Background: an optimization exercise with open tools, aiming at small area. Do not read the settings as production practice.
At most, simulation tests tie the RTL to the original design; equivalence was not proved.
Power and IR drop assume default switching activity.

==> willow: inputs <==
// RV32I_Processor
module RV32I_Processor (
    input clk,
    input reset,
    input [31:0] branch_target,
    input [31:0] jump_target,
    input interrupt_taken,
    input [31:0] interrupt_vector,
    input stall,
    input [255:0] instruction_memory_input,
    output [31:0] pc,
    output [31:0] alu_result,
    output wire [31:0] instruction,
    output reg_write,
    output [31:0] read_data1,
    output [31:0] read_data2,
    output zero,
    input [5:0] alu_control,
    output exception
);
Settings: LEC_CHECK=0, ABC_AREA=1, CAP_MARGIN=30, CORE_MARGIN=2, CORE_UTILIZATION=55, CTS_BUF_LIST=sky130_fd_sc_hd__clkbuf_16, CTS_CLUSTER_DIAMETER=100, CTS_CLUSTER_SIZE=24, PLACE_DENSITY=0.65, SLEW_MARGIN=20; clock period 240.0 ns.
standard.sh (not shown) runs the stock make flow with config.mk's settings and CLKGATE_MAP_FILE= SYNTH_SCRIPT=/design/flow/synth_recipe.tcl, a recipe that flattens the netlist after the stock synthesis.
==> flow/flow/run.sh <==
#!/bin/bash
# Own layout flow: the standard flow (standard.sh, standard synthesis),
# except that the port buffers are sky130_fd_sc_hd__buf_1 instead of the
# default. The ORFS tools write their logs under orfs/logs/; the make output
# goes to standard.log.
set -euo pipefail
bash standard.sh "BUFFER_PORTS_ARGS=-buffer_cell sky130_fd_sc_hd__buf_1" finish > standard.log 2>&1
==> pepper (differences from willow) <==
--- a/flow/design.v
+++ b/flow/design.v
@@ -43,40 +43,33 @@
     wire o_gray = (op == 6'b110100);
     wire o_sqr  = (op == 6'b111000);
     wire o_half = (op == 6'b111001);
     wire o_scl  = (op == 6'b111010);
     wire o_pand = (op == 6'b111100);
     wire o_pxor = (op == 6'b111110);
-    wire divmode = o_div | o_mod | o_srl | o_sra | o_crs | o_bsel | o_half;
-    wire mulmode = o_mul | o_sqr | o_scl | o_sll | o_cls;
+    wire divmode = o_div | o_mod;
+    wire mulmode = o_mul | o_sqr | o_scl;
     wire cmpmode = o_min | o_max | o_eq | o_lt | o_gt | o_le | o_ge;
     wire addmode = o_add | o_sub | o_neg | o_inc | o_dec | cmpmode;
-    wire sh_mul = o_sll | o_cls;
-    wire sh_div = o_srl | o_sra | o_crs | o_bsel | o_half;
-    wire sh_neg = o_cls | o_crs;
-    wire [4:0] nb  = ~b[4:0] + 5'd1;           
-    wire [4:0] amt = sh_neg ? nb : o_half ? 5'd1 : b[4:0];
-    wire [31:0] oh = {32{sh_mul | sh_div}} & (32'd1 << amt);
-    wire [31:0] d  = ({32{~sh_div}} & b) | oh;  
-    wire [31:0] m  = o_sqr ? a : (sh_mul ? oh : b);  
+    wire [31:0] m = o_sqr ? a : b;             
     wire [32:0] big;                           
     assign big[0] = 1'b0;
     genvar gi;
     generate
         for (gi = 1; gi < 32; gi = gi + 1) begin : g_big
-            assign big[gi] = big[gi-1] | d[32-gi];
+            assign big[gi] = big[gi-1] | b[32-gi];
         end
     endgenerate
     wire [31:0] e = {32{divmode}} & ~big[31:0];
     wire [31:0] f = ({32{mulmode}} & m) | {31'd0, addmode};
     wire y_b   = o_add;
     wire y_nb  = divmode | o_sub | cmpmode;
     wire y_a   = mulmode;
     wire y_na  = o_neg;
     wire y_one = o_dec;
-    wire [31:0] arr_y = ({32{y_b}} & b) | ({32{y_nb}} & ~d) | ({32{y_a}} & a) |
+    wire [31:0] arr_y = ({32{y_b}} & b) | ({32{y_nb}} & ~b) | ({32{y_a}} & a) |
                         ({32{y_na}} & ~a) | {32{y_one}};
     wire arr_c = divmode | o_sub | cmpmode | o_neg | o_inc;
     wire [31:0] arr_r0 = {32{divmode | o_add | o_sub | o_inc | o_dec | cmpmode}} & a;
     wire [31:0] arr_r, arr_q, sum;
     wire        cout;
     mdarr u_arr (
@@ -93,41 +86,38 @@
                     ({4{o_nota}} & 4'b0011) | ({4{o_andn}} & 4'b0100) |
                     ({4{o_pasb}} & 4'b1010) |
                     ({4{o_min & lt}}  & 4'b1100) | ({4{o_min & ~lt}} & 4'b1010) |
                     ({4{o_max & ~lt}} & 4'b1100) | ({4{o_max & lt}}  & 4'b1010);
     wire [31:0] lg = (a & b & {32{tt[3]}}) | (a & ~b & {32{tt[2]}}) |
                      (~a & b & {32{tt[1]}}) | (~a & ~b & {32{tt[0]}});
+    wire sh_l   = o_sll | o_cls;
+    wire sh_rev = o_cls | o_crs;
+    wire [4:0] nb = ~b[4:0] + 5'd1;            
+    wire [4:0] amt = sh_rev ? nb : o_half ? 5'd1 : b[4:0];
     wire rev_ok = ~|b[31:6] & (b[5] ? ~|b[4:0] : |b[4:0]);
-    wire [32:0] suf;                           
-    assign suf[32] = 1'b0;
-    generate
-        for (gi = 31; gi >= 0; gi = gi - 1) begin : g_suf
-            assign suf[gi] = suf[gi+1] | oh[gi];
-        end
-    endgenerate
-    wire [31:0] fill;
-    assign fill[0] = 1'b0;
-    generate
-        for (gi = 1; gi < 32; gi = gi + 1) begin : g_fill
-            assign fill[gi] = suf[32-gi];
-        end
-    endgenerate
-    wire en_q = o_srl | o_sra | o_half | (o_crs & rev_ok);
-    wire en_r = o_sll | (o_cls & rev_ok);
+    reg  [31:0] a_rev, sh_out_rev;
+    integer k;
+    always @(*) for (k = 0; k < 32; k = k + 1) a_rev[k] = a[31-k];
+    wire [31:0] sh_in = sh_l ? a_rev : a;
+    wire [31:0] sh_out = $signed({o_sra & a[31], sh_in}) >>> amt;
+    always @(*) for (k = 0; k < 32; k = k + 1) sh_out_rev[k] = sh_out[31-k];
+    wire en_shr = o_srl | o_sra | o_half | (o_crs & rev_ok);
+    wire en_shl = o_sll | (o_cls & rev_ok);
     wire [31:0] ab_and = a & (op[5] ? b : 32'hFFFFFFFF);
     wire red_or  = |ab_and;
     wire red_xor = ^ab_and;
     wire bit0 = ((o_rdor | o_pand) & red_or) | ((o_par | o_pxor) & red_xor) |
                 (o_eq & eq) | (o_lt & lt) | (o_gt & ~lt & ~eq) | (o_le & (lt | eq)) |
-                (o_ge & ~lt) | (o_bsel & arr_q[0]);
+                (o_ge & ~lt) | (o_bsel & sh_out[0]);
     assign alu_result =
-        ({32{o_mul | o_mod | o_sqr | o_add | o_sub | o_neg | o_inc | o_dec | en_r}} & arr_r) |
-        ({32{o_div | en_q}} & arr_q) |
-        ({32{o_sra & a[31]}} & fill) |
+        ({32{o_mul | o_mod | o_sqr | o_add | o_sub | o_neg | o_inc | o_dec}} & arr_r) |
+        ({32{o_div}} & arr_q) |
         ({32{o_scl}} & {9'd0, scaled}) |
         lg |
+        ({32{en_shr}} & sh_out) |
+        ({32{en_shl}} & sh_out_rev) |
         ({32{o_rol}} & {a[30:0], a[31]}) |
         ({32{o_ror}} & {a[0], a[31:1]}) |
         ({32{o_gray}} & (a ^ {1'b0, a[31:1]})) |
         ({32{o_ones & red_or}}) |
         {31'd0, bit0};
     assign zero = ~|alu_result;
@@ -140,20 +130,28 @@
     wire [28:0] qq;
     assign r[29] = 7'd0;
     genvar k;
     generate
         for (k = 28; k >= 0; k = k - 1) begin : g_row
             wire [7:0] v = {r[k+1], y[k]};
-            wire [6:2] c;
+            wire [6:0] c;
+            wire [6:0] s;
+            assign qq[k] = v[7] | (&v[6:2] & (v[1] | v[0]));
+            assign s[0] = ~v[0];
+            assign s[1] = ~(v[1] ^ v[0]);
             assign c[2] = v[1] | v[0];
+            assign s[2] = v[2] ^ c[2];
             assign c[3] = v[2] & c[2];
+            assign s[3] = v[3] ^ c[3];
             assign c[4] = v[3] & c[3];
+            assign s[4] = v[4] ^ c[4];
             assign c[5] = v[4] & c[4];
+            assign s[5] = v[5] ^ c[5];
             assign c[6] = v[5] & c[5];
-            assign qq[k] = v[7] | (v[6] & c[6]);
-            assign r[k] = v[6:0] ^ ({7{qq[k]}} & {c[6:2], ~v[0], 1'b1});
+            assign s[6] = v[6] ^ c[6];
+            assign r[k] = qq[k] ? s : v[6:0];
         end
     endgenerate
     assign q = qq[22:0];
 endmodule
 module mdarr (
     input  [31:0] r_init,    
==> flow/flow/run.sh (replaced) <==
#!/bin/bash
# Own layout flow: the standard flow (standard.sh), with two changes:
#  - synthesis maps logic with an area-oriented ABC script (flow/abc.script,
#    delay-bounded mapping) instead of ORFS's abc_area.script; everything
#    else in synthesis is the standard script (flow/synth.tcl wraps it);
#  - the port buffers are sky130_fd_sc_hd__buf_1 instead of the default.
# Each tool's output goes to the ORFS logs (orfs/logs/...); the make output
# goes to standard.log.
set -euo pipefail
W=$(pwd)
export FLOW_ABC_SCRIPT="$W/flow/abc.script"
bash standard.sh SYNTH_SCRIPT="$W/flow/synth.tcl" \
    "BUFFER_PORTS_ARGS=-buffer_cell sky130_fd_sc_hd__buf_1" finish > standard.log 2>&1
==> flow/flow/abc.script (new file) <==
strash
dc2
dch
map -D 95000
topo
stime -c
buffer -c
upsize -c
dnsize -c
==> flow/flow/synth.tcl (new file) <==
# synth_recipe.tcl, with ORFS's synth.tcl run so that its abc call uses
# $FLOW_ABC_SCRIPT as the ABC script (all other abc arguments unchanged).
proc synth {args} { yosys synth -nofsm -noshare {*}$args }
set f [open $::env(SCRIPTS_DIR)/synth.tcl]
set txt [read $f]
close $f
set pat {log_cmd abc {*}$abc_args}
if { [string first $pat $txt] < 0 } { error "abc call not found in synth.tcl" }
set txt [string map [list $pat {log_cmd abc {*}[lreplace $abc_args 1 1 $::env(FLOW_ABC_SCRIPT)]}] $txt]
eval $txt
# left out here: clear keep_hierarchy, flatten, clean up, hide names made inside functions, write 1_2_yosys.v
- CAP_MARGIN: 30 -> 20
- CORE_UTILIZATION: 55 -> 35
- CTS_BUF_LIST: sky130_fd_sc_hd__clkbuf_16 -> not set
- CTS_CLUSTER_DIAMETER: 100 -> not set
- CTS_CLUSTER_SIZE: 24 -> not set
- PLACE_DENSITY: 0.65 -> 0.4
==> sierra (differences from willow) <==
--- a/flow/design.v
+++ b/flow/design.v
@@ -43,40 +43,33 @@
     wire o_gray = (op == 6'b110100);
     wire o_sqr  = (op == 6'b111000);
     wire o_half = (op == 6'b111001);
     wire o_scl  = (op == 6'b111010);
     wire o_pand = (op == 6'b111100);
     wire o_pxor = (op == 6'b111110);
-    wire divmode = o_div | o_mod | o_srl | o_sra | o_crs | o_bsel | o_half;
-    wire mulmode = o_mul | o_sqr | o_scl | o_sll | o_cls;
+    wire divmode = o_div | o_mod;
+    wire mulmode = o_mul | o_sqr | o_scl;
     wire cmpmode = o_min | o_max | o_eq | o_lt | o_gt | o_le | o_ge;
     wire addmode = o_add | o_sub | o_neg | o_inc | o_dec | cmpmode;
-    wire sh_mul = o_sll | o_cls;
-    wire sh_div = o_srl | o_sra | o_crs | o_bsel | o_half;
-    wire sh_neg = o_cls | o_crs;
-    wire [4:0] nb  = ~b[4:0] + 5'd1;           
-    wire [4:0] amt = sh_neg ? nb : o_half ? 5'd1 : b[4:0];
-    wire [31:0] oh = {32{sh_mul | sh_div}} & (32'd1 << amt);
-    wire [31:0] d  = ({32{~sh_div}} & b) | oh;  
-    wire [31:0] m  = o_sqr ? a : (sh_mul ? oh : b);  
+    wire [31:0] m = o_sqr ? a : b;             
     wire [32:0] big;                           
     assign big[0] = 1'b0;
     genvar gi;
     generate
         for (gi = 1; gi < 32; gi = gi + 1) begin : g_big
-            assign big[gi] = big[gi-1] | d[32-gi];
+            assign big[gi] = big[gi-1] | b[32-gi];
         end
     endgenerate
     wire [31:0] e = {32{divmode}} & ~big[31:0];
     wire [31:0] f = ({32{mulmode}} & m) | {31'd0, addmode};
     wire y_b   = o_add;
     wire y_nb  = divmode | o_sub | cmpmode;
     wire y_a   = mulmode;
     wire y_na  = o_neg;
     wire y_one = o_dec;
-    wire [31:0] arr_y = ({32{y_b}} & b) | ({32{y_nb}} & ~d) | ({32{y_a}} & a) |
+    wire [31:0] arr_y = ({32{y_b}} & b) | ({32{y_nb}} & ~b) | ({32{y_a}} & a) |
                         ({32{y_na}} & ~a) | {32{y_one}};
     wire arr_c = divmode | o_sub | cmpmode | o_neg | o_inc;
     wire [31:0] arr_r0 = {32{divmode | o_add | o_sub | o_inc | o_dec | cmpmode}} & a;
     wire [31:0] arr_r, arr_q, sum;
     wire        cout;
     mdarr u_arr (
@@ -93,67 +86,90 @@
                     ({4{o_nota}} & 4'b0011) | ({4{o_andn}} & 4'b0100) |
                     ({4{o_pasb}} & 4'b1010) |
                     ({4{o_min & lt}}  & 4'b1100) | ({4{o_min & ~lt}} & 4'b1010) |
                     ({4{o_max & ~lt}} & 4'b1100) | ({4{o_max & lt}}  & 4'b1010);
     wire [31:0] lg = (a & b & {32{tt[3]}}) | (a & ~b & {32{tt[2]}}) |
                      (~a & b & {32{tt[1]}}) | (~a & ~b & {32{tt[0]}});
+    wire sh_l   = o_sll | o_cls;
+    wire sh_rev = o_cls | o_crs;
+    wire [4:0] nb = ~b[4:0] + 5'd1;            
+    wire [4:0] amt = sh_rev ? nb : o_half ? 5'd1 : b[4:0];
     wire rev_ok = ~|b[31:6] & (b[5] ? ~|b[4:0] : |b[4:0]);
-    wire [32:0] suf;                           
-    assign suf[32] = 1'b0;
-    generate
-        for (gi = 31; gi >= 0; gi = gi - 1) begin : g_suf
-            assign suf[gi] = suf[gi+1] | oh[gi];
-        end
-    endgenerate
-    wire [31:0] fill;
-    assign fill[0] = 1'b0;
-    generate
-        for (gi = 1; gi < 32; gi = gi + 1) begin : g_fill
-            assign fill[gi] = suf[32-gi];
-        end
-    endgenerate
-    wire en_q = o_srl | o_sra | o_half | (o_crs & rev_ok);
-    wire en_r = o_sll | (o_cls & rev_ok);
+    reg  [31:0] a_rev, sh_out_rev;
+    integer k;
+    always @(*) for (k = 0; k < 32; k = k + 1) a_rev[k] = a[31-k];
+    wire [31:0] sh_in = sh_l ? a_rev : a;
+    wire [31:0] sh_out = $signed({o_sra & a[31], sh_in}) >>> amt;
+    always @(*) for (k = 0; k < 32; k = k + 1) sh_out_rev[k] = sh_out[31-k];
+    wire en_shr = o_srl | o_sra | o_half | (o_crs & rev_ok);
+    wire en_shl = o_sll | (o_cls & rev_ok);
     wire [31:0] ab_and = a & (op[5] ? b : 32'hFFFFFFFF);
     wire red_or  = |ab_and;
     wire red_xor = ^ab_and;
     wire bit0 = ((o_rdor | o_pand) & red_or) | ((o_par | o_pxor) & red_xor) |
                 (o_eq & eq) | (o_lt & lt) | (o_gt & ~lt & ~eq) | (o_le & (lt | eq)) |
-                (o_ge & ~lt) | (o_bsel & arr_q[0]);
+                (o_ge & ~lt) | (o_bsel & sh_out[0]);
     assign alu_result =
-        ({32{o_mul | o_mod | o_sqr | o_add | o_sub | o_neg | o_inc | o_dec | en_r}} & arr_r) |
-        ({32{o_div | en_q}} & arr_q) |
-        ({32{o_sra & a[31]}} & fill) |
+        ({32{o_mul | o_mod | o_sqr | o_add | o_sub | o_neg | o_inc | o_dec}} & arr_r) |
+        ({32{o_div}} & arr_q) |
         ({32{o_scl}} & {9'd0, scaled}) |
         lg |
+        ({32{en_shr}} & sh_out) |
+        ({32{en_shl}} & sh_out_rev) |
         ({32{o_rol}} & {a[30:0], a[31]}) |
         ({32{o_ror}} & {a[0], a[31:1]}) |
         ({32{o_gray}} & (a ^ {1'b0, a[31:1]})) |
         ({32{o_ones & red_or}}) |
         {31'd0, bit0};
     assign zero = ~|alu_result;
 endmodule
+module rca32 (
+    input  [31:0] x,
+    input  [31:0] y,
+    input         ci,
+    output [31:0] s,
+    output        co
+);
+    wire [32:0] c;
+    assign c[0] = ci;
+    genvar k;
+    generate
+        for (k = 0; k < 32; k = k + 1) begin : g_fa
+            assign s[k]   = x[k] ^ y[k] ^ c[k];
+            assign c[k+1] = (x[k] & y[k]) | (x[k] & c[k]) | (y[k] & c[k]);
+        end
+    endgenerate
+    assign co = c[32];
+endmodule
 module cdiv125 (
     input  [28:0] y,
     output [22:0] q
 );
     wire [6:0]  r [0:29];
     wire [28:0] qq;
     assign r[29] = 7'd0;
     genvar k;
     generate
         for (k = 28; k >= 0; k = k - 1) begin : g_row
             wire [7:0] v = {r[k+1], y[k]};
-            wire [6:2] c;
+            wire [6:0] c;
+            wire [6:0] s;
+            assign qq[k] = v[7] | (&v[6:2] & (v[1] | v[0]));
+            assign s[0] = ~v[0];
+            assign s[1] = ~(v[1] ^ v[0]);
             assign c[2] = v[1] | v[0];
+            assign s[2] = v[2] ^ c[2];
             assign c[3] = v[2] & c[2];
+            assign s[3] = v[3] ^ c[3];
             assign c[4] = v[3] & c[3];
+            assign s[4] = v[4] ^ c[4];
             assign c[5] = v[4] & c[4];
+            assign s[5] = v[5] ^ c[5];
             assign c[6] = v[5] & c[5];
-            assign qq[k] = v[7] | (v[6] & c[6]);
-            assign r[k] = v[6:0] ^ ({7{qq[k]}} & {c[6:2], ~v[0], 1'b1});
+            assign s[6] = v[6] ^ c[6];
+            assign r[k] = qq[k] ? s : v[6:0];
         end
     endgenerate
     assign q = qq[22:0];
 endmodule
 module mdarr (
     input  [31:0] r_init,    
==> flow/run.sh (new file) <==
#!/bin/bash
# synth_recipe.tcl (not shown) runs the flow's synth.tcl, then flattens the netlist and writes it again
# the make line also repeats each setting of config.mk as NAME=value (left out here)
make -C /OpenROAD-flow-scripts/flow DESIGN_CONFIG=/design/flow/config.mk WORK_HOME=/design/flow/orfs CLKGATE_MAP_FILE= SYNTH_SCRIPT=/design/flow/synth_recipe.tcl finish
- CAP_MARGIN: 30 -> 20
- CORE_UTILIZATION: 55 -> 35
- CTS_BUF_LIST: sky130_fd_sc_hd__clkbuf_16 -> not set
- CTS_CLUSTER_DIAMETER: 100 -> not set
- CTS_CLUSTER_SIZE: 24 -> not set
- PLACE_DENSITY: 0.65 -> 0.4
removed: flow/flow/run.sh
removed: flow/standard.sh
==> run summary <==
quantity                                                                     pepper                   sierra                   willow
Result of the run                                        complete, but fails checks  complete, no violations  complete, no violations
Reasons for failing layout checks                              negative setup slack                        -                        -
Switching component of the power                                           0.0342 W                 0.0260 W                0.00729 W
Combinational share of power                                                  0.988                    0.980                    0.946
Post-detailed-placement cell area                                     129,000 sq um            125,000 sq um            115,000 sq um
Pre-CTS setup slack                                                        -2.99 ns                 35.03 ns                 35.94 ns
Highest ir drop seen on vdd                                                 4170 uV                  3260 uV                  1190 uV
Site row count                                                                  203                      211                      165
Number of signal-net inverters in the final layout                            1,102                    1,628                    1,780
Share of the final layout cell area in sequential cells                       0.328                    0.361                    0.401
Sequential group share of total power                                         0.008                    0.013                    0.041
Combinational power                                                        0.0676 W                 0.0399 W                 0.0110 W
Total internal power                                                       0.0342 W                 0.0147 W                0.00433 W
Core area                                                             306,000 sq um            330,000 sq um            203,000 sq um
Slack of the critical path                                                 -1.80 ns                 34.02 ns                 34.08 ns
Function not checked in sierra: the RTL went through the layout flow alone.

==> what the ideal ports hide <==
The flow's constraints put no driver on any port. The routed layouts listed below were extracted and timed again, unchanged, in two steps. Step 1 (the two cells are an assumption about what drives the block):
set clk [get_ports {clk}]
set_driving_cell -lib_cell sky130_fd_sc_hd__clkbuf_16 $clk
set_driving_cell -lib_cell sky130_fd_sc_hd__buf_2 [delete_from_list [all_inputs] $clk]
Step 2 adds t to the input delays and takes it off the output delays; t is the mean of the earliest and latest rising clock arrival at the registers after step 1. Input paths then give back, and output paths get back, about the clock's delay inside the block. a / b / c = ideal ports / drivers / drivers and shift; a / b = the first two.
run	shift t [ns]	slack for setup (ns)	worst setup path after step 2	latest minus earliest clock arrival (ns)	worst data-port slew with drivers (ns)
willow	0.879	34.076 / 34.056 / 34.056	input to output	0.074 / 0.074	0.13
pepper	0.956	-1.795 / -1.817 / -1.817	input to output	0.131 / 0.131	0.18
sierra	0.974	34.017 / 33.995 / 33.995	input to output	0.182 / 0.182	0.19
